This is an optimization exercise on Yosys and OpenROAD, whose aim is small area, not a production implementation.
RTL that was checked went through simulation tests only; none was proved equivalent to the original.
Power and IR drop assume default switching activity.

before:
Design drvAd56x3, start of the top module:
module drvAd56x3
   #( parameter SIGN_A = "UNSIGNED",  
                SIGN_B = "UNSIGNED",
                DATA_WIDTH    = 14,   
                SCLK_DIVIDER  = 2,    
                SYNC_DURATION = 5)    
    (input logic                     clk,
     input logic                     reset,
     input  logic            [2 : 0] avsAdr,
     input  logic                    avsWr,
     input  logic           [15 : 0] avsWrData,
     input  logic                    avsRd,
     output logic           [15 : 0] avsRdData,
     input  logic                    asiValid0,
     input  logic [DATA_WIDTH-1 : 0] asiData0,
     output logic                    asiRdy0,
     input  logic                    asiValid1,
     input  logic [DATA_WIDTH-1 : 0] asiData1,
     output logic                    asiRdy1,
     output logic                    dacSync,
     output logic                    dacSclk,
     output logic                    dacDin);
==> module drvAd56x3_core, before the edit <==
module drvAd56x3_core
   #(parameter DATA_WIDTH = 14)
    (input  logic                    clk,
     input  logic                    reset,
     input  logic                    coreValid0,
     input  logic [DATA_WIDTH-1 : 0] coreData0,
     input  logic                    coreValid1,
     input  logic [DATA_WIDTH-1 : 0] coreData1,
     output logic                    coreRdy,
     output logic                    dacSync,
     output logic                    dacSclk,
     output logic                    dacDin);
    logic [5 : 0] phase;
    logic [4 : 0] bitCnt;
    logic         sclkSync;
    logic         channel;    
    logic         startData;
    logic         waitEnd;    
    logic [DATA_WIDTH-1 : 0] dataReg, dataBReg;
    logic         bitSel;
    assign bitCnt   = phase[5 : 1];
    assign sclkSync = phase[0];
    assign dacSclk  = ~sclkSync;
    assign dacSync  = bitCnt[4] & bitCnt[3];
    assign waitEnd  = (phase == 6'd57);
    assign coreRdy  = (bitCnt == 5'd28) & ~channel & ~startData;
    always_ff @(posedge clk, posedge reset)
    if (reset)
        phase <= 6'd48;
    else if (waitEnd)
        phase <= (channel | startData) ? 6'd0 : 6'd56;
    else
        phase <= phase + 1'd1;
    always_ff @(posedge clk) begin
        channel   <= ~reset & (channel ^ (phase == 6'd47));
        startData <= ~reset & ((coreValid0 & coreRdy) | (startData & ~sclkSync));
        dataBReg  <= ({DATA_WIDTH{~reset & coreValid1}} & coreData1) |
                     ({DATA_WIDTH{~reset & ~coreValid1}} & dataBReg);
    end
    always_ff @(posedge clk)
    if (coreValid0 & coreRdy)
        dataReg <= coreData0;
    else if (waitEnd & channel)
        dataReg <= dataBReg;
    always_comb
    begin
        if (bitCnt[4:3] == 2'b00)
            bitSel = channel & bitCnt[1] & bitCnt[0];
        else if (bitCnt[4:3] == 2'b01)
            bitSel = dataReg[13 - bitCnt[2:0]];
        else if (bitCnt[4:3] == 2'b10 && bitCnt[2:0] < 3'd6)
            bitSel = dataReg[5 - bitCnt[2:0]];
        else
            bitSel = 1'b0;
    end
    assign dacDin = bitSel;
endmodule
export LEC_CHECK = 0
export CAP_MARGIN = 0
export CORE_MARGIN = 2
export CORE_UTILIZATION = 40
export SLEW_MARGIN = 0
create_clock -name core_clock -period 10.0 [get_ports {clk}]
standard.sh (not shown) runs the stock make flow with config.mk's settings and CLKGATE_MAP_FILE= SYNTH_SCRIPT=/design/flow/synth_recipe.tcl, a recipe that flattens the netlist after the stock synthesis.
==> flow/flow/run.sh <==
#!/bin/bash
# Own layout flow. Synthesis is the standard synthesis with two changes to
# the combinational mapping only: ripple-carry adders (lcu_ripple.v) and an
# area-oriented ABC script. Layout is the standard ORFS flow with buf_1 port
# buffers and CTS without dummy loads. Each tool's output goes to its own log.
set -euo pipefail
W=$PWD
rm -rf "$W/synscripts"
cp -r "$FLOW_HOME/scripts" "$W/synscripts"
cp "$W/flow/abc_area.script" "$W/synscripts/abc_speed.script"
bash standard.sh SCRIPTS_DIR="$W/synscripts" \
  "SYNTH_OPERATIONS_ARGS=-extra-map $W/flow/lcu_ripple.v" \
  synth > "$W/synth.log" 2>&1
bash standard.sh \
  'BUFFER_PORTS_ARGS=-buffer_cell sky130_fd_sc_hd__buf_1' \
  'CTS_ARGS=-sink_clustering_enable -repair_clock_nets -buf_list sky130_fd_sc_hd__clkbuf_8 -dont_use_dummy_load' \
  finish > "$W/layout.log" 2>&1
==> flow/flow/abc_area.script <==
strash
ifraig
dc2
dch -f
amap -m -F 4 -A 8
topo
==> flow/flow/lcu_ripple.v <==
// ripple-carry lookahead unit: the carries of $alu are built as a chain
(* techmap_celltype = "$lcu" *)
module _80_lcu_ripple (P, G, CI, CO);
	parameter WIDTH = 2;
	(* force_downto *)
	input [WIDTH-1:0] P, G;
	input CI;
	(* force_downto *)
	output [WIDTH-1:0] CO;
	genvar i;
	generate
		for (i = 0; i < WIDTH; i = i + 1) begin : chain
			if (i == 0)
				assign CO[i] = G[i] | (P[i] & CI);
			else
				assign CO[i] = G[i] | (P[i] & CO[i-1]);
		end
	endgenerate
endmodule
In summary, before completed successfully, with a layout that passed the timing, design-rule and antenna checks.
Edits applied to the flow inputs when going from before to after:
-- flow/design.v --
<<< before, line 118
                     ({DATA_WIDTH{~reset & ~coreValid1}} & dataBReg);
    end
    always_ff @(posedge clk)
    if (coreValid0 & coreRdy)
        dataReg <= coreData0;
    else if (waitEnd & channel)
        dataReg <= dataBReg;
    always_comb
    begin
>>> after, line 118
                     ({DATA_WIDTH{~reset & ~coreValid1}} & dataBReg);
    end
    logic loadA, loadB;
    assign loadA = coreValid0 & coreRdy;
    assign loadB = waitEnd & channel;
    always_ff @(posedge clk)
        dataReg <= ({DATA_WIDTH{loadA}} & coreData0) | ({DATA_WIDTH{loadB}} & dataBReg) |
                   ({DATA_WIDTH{~loadA & ~loadB}} & dataReg);
    always_comb
    begin
--- outcome ---
- Between after and before, it is after whose clock share of power is higher, by 0.4 points.
- Compared with before, in after area taken by flip-flops and latches shows a reduction of about 4%, area share of fa/ha/maj cells after synthesis shows no meaningful change, die area saw a decrease, power drawn by the clock network has remained practically unchanged.
- Delta (after minus before): proportion of power drawn by flip-flops and latches climbed 0.2 points, fraction of the mapped netlist area in compound gates climbed 0.89 points.
- after improves on before in power.
- Going from before to after, the post-route fraction of the period consumed by the critical path was found to have gone down by 4.4 points.
- Route | after vs before | wire longer in after
- after: area used by multi-input combinational logic about 3.4% above before
- On sequential cell count, after and before are basically level.
- The final area of after and that of before are within noise of each other.
- For after, the most common library cell in the layout ignoring fill and taps was sky130_fd_sc_hd__dfxtp_1, unlike before, where it was sky130_fd_sc_hd__clkinv_1.
- Cmp after and before / cell total after placement / higher: after
For after, only the layout was checked, not whether the RTL still works.

separate check: timing with driven ports:
Ports are ideal in the flow. The routed layouts listed here were re-timed in OpenROAD.
Step 1: set_driving_cell puts a clkbuf_16 on clk and a buf_2 on each other input, an assumption about the parent block.
Step 2, shift: input delay + t, output delay - t, t = (earliest + latest rising clock arrival at the registers) / 2. This alone moves slack from input paths to output paths.
Three values: ideal ports, drivers, drivers and shift; two values: the first two.
| run | shift t [ns] | setup WS [ns] | hold slack, ns | clock arrival spread, ns | pins driven straight from the clock port |
|---|---|---|---|---|---|
| before | 0.479 | 2.386 / 2.386 / 2.386 | 0.468 / 0.468 / 0.468 | 0.026 / 0.026 | 1 |
| after | 0.477 | 2.826 / 2.826 / 2.826 | 0.467 / 0.467 / 0.467 | 0.022 / 0.022 | 1 |
After both steps setup and hold are still met in every run listed.
